From an optimization exercise on the open Yosys and OpenROAD flow, aimed at small area, a short achievable clock period and few clock cycles; shortcuts taken in it are not production practice. Where RTL was checked, it was by simulation tests only, not by an equivalence proof against the original.

==> flow/design.v <==
module rle (
    clk,
    nreset,
    start,
    message_addr,
    message_size,
    rle_addr,
    rle_size,
    done,
    port_A_data_in,
    port_A_data_out,
    port_A_addr,
    port_A_we
    );
input   clk;
input   nreset;
input   start;
input   [31:0] message_addr;
input   [31:0] message_size;
input   [31:0] rle_addr;
input   [31:0] port_A_data_out;
output reg [31:0] port_A_data_in;
output  [15:0] port_A_addr;
output reg port_A_we;
output  [31:0] rle_size;
output  done;
reg        busy;        
reg        rnew;        
reg        dv;          
reg        dlast;       
reg [31:0] q;           
reg [3:0]  qe;          
reg        q_v;         
reg        qlast;       
reg        fl;          
reg [13:0] rleft;       
reg [1:0]  lastidx;     
reg [13:0] raddr;
reg [13:0] waddr;
reg [7:0]  v;           
reg [7:0]  c;           
reg        have;        
reg [7:0]  rem_b;       
reg [7:0]  rem_rv;      
reg        rem_rc2;     
reg        rem_v;
reg        rem_2;       
reg        rem_b1;      
reg [15:0] pend;        
reg        pend_v;
reg [13:0] rsw;         
reg        odd;         
assign done = ~busy;
assign rle_size = {16'd0, rsw, odd, 1'b0};
wire [13:0] aword = port_A_we ? waddr : raddr;
assign port_A_addr = {aword, 2'b00};
wire [13:0] anext = aword + 14'd1;      
wire [31:0] x = port_A_data_out;
wire        cap = dv & ~(q_v & rem_v);
always @(posedge clk) begin
    if (cap) begin
        q <= x;
        qe <= {x[31:24] == x[23:16], x[23:16] == x[15:8],
               x[15:8] == x[7:0], x[7:0] == q[31:24]};
        qlast <= dlast;
    end
end
wire [31:0] d = q;
wire        dact = q_v & ~rem_v;             
wire        flush = fl & ~rem_v;             
wire        act = rem_v | q_v | fl;
wire [1:0]  dlst = qlast ? lastidx : 2'd3;
wire eq0 = qe[0];
wire eq1 = qe[1];
wire eq2 = qe[2];
wire eq3 = qe[3];
wire c255 = (c == 8'd255);
wire c254 = (c == 8'd254);
wire c253 = (c == 8'd253);
wire c252 = (c == 8'd252);
wire [3:0] dbnd;
assign dbnd[0] = have & (~eq0 | c255);
assign dbnd[1] = (dlst != 2'd0) & (~eq1 | (c254 & eq0));
assign dbnd[2] = dlst[1] & (~eq2 | (c253 & eq0 & eq1));
assign dbnd[3] = (dlst == 2'd3) & (~eq3 | (c252 & eq0 & eq1 & eq2));
wire [3:0] b = dbnd;
wire d_nb0 = ~|b;
wire d_ge2 = (b[0] & b[1]) | (b[0] & b[2]) | (b[0] & b[3]) |
             (b[1] & b[2]) | (b[1] & b[3]) | (b[2] & b[3]);
wire d_nb3 = (b[0] & b[1] & b[2]) | (b[0] & b[1] & b[3]) |
             (b[0] & b[2] & b[3]) | (b[1] & b[2] & b[3]);
wire d_three = b[0] & b[1] & b[2];           
wire [3:0] f1;
assign f1[0] = b[0];
assign f1[1] = b[1] & ~b[0];
assign f1[2] = b[2] & ~b[1] & ~b[0];
assign f1[3] = b[3] & ~b[2] & ~b[1] & ~b[0];
wire [7:0] c1 = c + 8'd1;
wire [7:0] c2 = c + 8'd2;
wire [7:0] c3 = c + 8'd3;
wire [7:0] veff = have ? v : d[7:0];         
wire [7:0] d_len1 = ({8{f1[0]}} & c) | ({8{f1[1]}} & c1) |
                    ({8{f1[2]}} & c2) | ({8{f1[3]}} & c3);
wire [7:0] d_val2 = ({8{f1[0]}} & d[7:0]) | ({8{f1[1]}} & d[15:8]) |
                    ({8{f1[2]}} & d[23:16]);
reg  [1:0] d_len2;      
always @(*) begin
    case (b[2:0])
    3'b101:  d_len2 = 2'd2;
    3'b001:  d_len2 = b[3] ? 2'd3 : 2'd1;
    3'b010:  d_len2 = b[3] ? 2'd2 : 2'd1;
    default: d_len2 = 2'd1;
    endcase
end
reg [7:0] vlast;
always @(*) begin
    case (dlst)
    2'd0: vlast = d[7:0];
    2'd1: vlast = d[15:8];
    2'd2: vlast = d[23:16];
    default: vlast = d[31:24];
    endcase
end
reg [2:0] d_cs;
always @(*) begin
    if (b[3])
        d_cs = 3'd1;
    else if (b[2])
        d_cs = {1'b0, dlst} - 3'd1;
    else if (b[1])
        d_cs = {1'b0, dlst};
    else
        d_cs = {1'b0, dlst} + 3'd1;
end
wire [7:0] clast = c + {6'd0, dlst} + 8'd1;
wire [7:0] d_c = d_nb0 ? clast : {5'd0, d_cs};
wire r_two = rem_v & rem_2 & rem_b1;
wire [15:0] p1 = dact ? {veff, d_len1} :
                 rem_v ? {rem_rv, 6'd0, rem_rc2, ~rem_rc2} : {v, c};
wire [15:0] p2 = dact ? {d_val2, 6'd0, d_len2} : {rem_b, 8'd1};
wire nb0 = dact ? d_nb0 : ~(rem_v | flush);
wire ge2 = dact ? d_ge2 : r_two;
wire nb1 = ~nb0 & ~ge2;
wire nb3 = dact & d_nb3;
wire [7:0] c_n = dact ? d_c : {6'd0, rem_2 & ~rem_b1, ~(rem_2 & ~rem_b1)};
wire        out = flush | ge2 | (~nb0 & pend_v);
wire [31:0] ow = pend_v ? {p1, pend} : {flush ? 16'd0 : p2, p1};
always @(posedge clk or negedge nreset) begin
    if (!nreset) begin
        busy <= 1'b0;
        rnew <= 1'b0;
        dv <= 1'b0;
        q_v <= 1'b0;
        rem_v <= 1'b0;
        fl <= 1'b0;
        port_A_we <= 1'b0;
    end else if (!busy) begin
        port_A_we <= 1'b0;
        rem_v <= 1'b0;
        dv <= 1'b0;
        q_v <= 1'b0;
        fl <= 1'b0;
        busy <= start;
        rnew <= start;
    end else begin
        port_A_we <= out;
        rnew <= ~out & (rnew ? (rleft != 14'd1) : (rleft != 14'd0));
        dv <= rnew | (dv & ~cap);
        q_v <= cap | (q_v & rem_v);
        rem_v <= dact & nb3;
        fl <= fl | (dact & qlast);
        if (flush)
            busy <= 1'b0;
    end
end
always @(posedge clk) begin
    rem_b <= d[23:16];
    rem_rv <= d_three ? d[15:8] : d[23:16];
    rem_rc2 <= ~(d_three | b[2]);
    rem_2 <= d_three & (dlst == 2'd3);
    rem_b1 <= dbnd[3];
    port_A_data_in <= ow;
end
always @(posedge clk) begin
    if (!busy) begin
        raddr <= message_addr[15:2];
        waddr <= rle_addr[15:2];
        rleft <= message_size[15:2] + {13'd0, message_size[1:0] != 2'd0};
        lastidx <= message_size[1:0] - 2'd1;
        c <= 8'd0;
        have <= 1'b0;
        pend_v <= 1'b0;
        if (start) begin
            rsw <= 14'd0;
            odd <= 1'b0;
        end
    end else begin
        if (rnew) begin
            raddr <= anext;
            rleft <= rleft - 14'd1;
            dlast <= (rleft == 14'd1);
        end
        if (port_A_we)
            waddr <= anext;
        if (act) begin
            have <= 1'b1;
            if (dact)
                v <= vlast;
            c <= c_n;
        end
        if (act & ~nb0)
            pend <= pend_v ? p2 : p1;
        pend_v <= pend_v ^ (act & nb1);
        rsw <= rsw + {13'd0, port_A_we} + {13'd0, flush & pend_v};
        if (flush)
            odd <= ~pend_v;
    end
end
endmodule
export LEC_CHECK = 0
export CAP_MARGIN = 20
export CORE_MARGIN = 2
export CORE_UTILIZATION = 60
export SETUP_SLACK_MARGIN = 2.0
export SLEW_MARGIN = 20
create_clock -name core_clock -period 4.5 [get_ports {clk}]
standard.sh (not shown) runs the stock make flow with config.mk's settings and CLKGATE_MAP_FILE= SYNTH_SCRIPT=/design/flow/synth_recipe.tcl, a recipe that flattens the netlist after the stock synthesis.
==> flow/flow/run.sh <==
#!/bin/bash
# Standard layout, with plain buf_1 cells as the port buffers and a clock
# tree of smaller buffers without dummy loads.
export BUFFER_PORTS_ARGS="-buffer_cell sky130_fd_sc_hd__buf_1"
export CTS_ARGS="-sink_clustering_enable -repair_clock_nets -buf_list {sky130_fd_sc_hd__clkbuf_4 sky130_fd_sc_hd__clkbuf_8} -dont_use_dummy_load"
bash standard.sh > standard.log 2>&1
Next try:
--- a/flow/design.v
+++ b/flow/design.v
@@ -33,4 +33,6 @@
 reg        q_v;         
 reg        qlast;       
+reg [1:0]  qlst;        
+reg [3:1]  qne;         
 reg        fl;          
 reg [13:0] rleft;       
@@ -58,4 +60,5 @@
 wire [31:0] x = port_A_data_out;
 wire        cap = dv & ~(q_v & rem_v);
+wire [1:0]  xlst = dlast ? lastidx : 2'd3;
 always @(posedge clk) begin
     if (cap) begin
@@ -64,4 +67,8 @@
                x[15:8] == x[7:0], x[7:0] == q[31:24]};
         qlast <= dlast;
+        qlst <= xlst;
+        qne <= {(xlst == 2'd3) & (x[31:24] != x[23:16]),
+                xlst[1] & (x[23:16] != x[15:8]),
+                (xlst != 2'd0) & (x[15:8] != x[7:0])};
     end
 end
@@ -70,5 +77,5 @@
 wire        flush = fl & ~rem_v;             
 wire        act = rem_v | q_v | fl;
-wire [1:0]  dlst = qlast ? lastidx : 2'd3;
+wire [1:0]  dlst = qlst;
 wire eq0 = qe[0];
 wire eq1 = qe[1];
@@ -81,7 +88,7 @@
 wire [3:0] dbnd;
 assign dbnd[0] = have & (~eq0 | c255);
-assign dbnd[1] = (dlst != 2'd0) & (~eq1 | (c254 & eq0));
-assign dbnd[2] = dlst[1] & (~eq2 | (c253 & eq0 & eq1));
-assign dbnd[3] = (dlst == 2'd3) & (~eq3 | (c252 & eq0 & eq1 & eq2));
+assign dbnd[1] = qne[1] | ((dlst != 2'd0) & c254 & eq0);
+assign dbnd[2] = qne[2] | (dlst[1] & c253 & eq0 & eq1);
+assign dbnd[3] = qne[3] | ((dlst == 2'd3) & c252 & eq0 & eq1 & eq2);
 wire [3:0] b = dbnd;
 wire d_nb0 = ~|b;
Effect: The new run went through all stages and came out clean; cell area is lower by 1.5%; worst hold slack gains 0.0056 ns; worst setup slack gains 0.081 ns; core utilization came out lower by 1.8 points; cell count fell by about 0.6%.
Testbench counts after the change, summed over its fixed seeds: cycles 6,649.
Only the layout flow was run in the first run of this note; the RTL was not checked for function there.

==> afterwards: timing with drivers on the ports <==
No port has a modelled driver above. Below, the same layouts with a new extraction and two added sets of constraints.
Step 1, drivers: a clkbuf_16 drives clk and a buf_2 each remaining input, both assumed.
Step 2, shift: input delay + t, output delay - t, t = (earliest + latest rising clock arrival at the registers) / 2. This alone moves slack from input paths to output paths.
a / b / c = no drivers / after step 1 / after step 2; a / b = the first two.
run | t (ns) | slack for setup (ns) | hold slack, ns | worst setup path at the end | cell pins on the clock port's net
the first run | 0.502 | 1.957 / 1.953 / 1.957 | 0.327 / 0.345 / 0.424 | register to register | 1
the second run | 0.485 | 2.038 / 1.997 / 1.840 | 0.333 / 0.331 / 0.453 | input to register | 1
After both steps setup and hold are still met in every run listed. The setup slack of the second run, which loses most, moves by -0.041 ns with the drivers and by -0.198 ns with both steps.
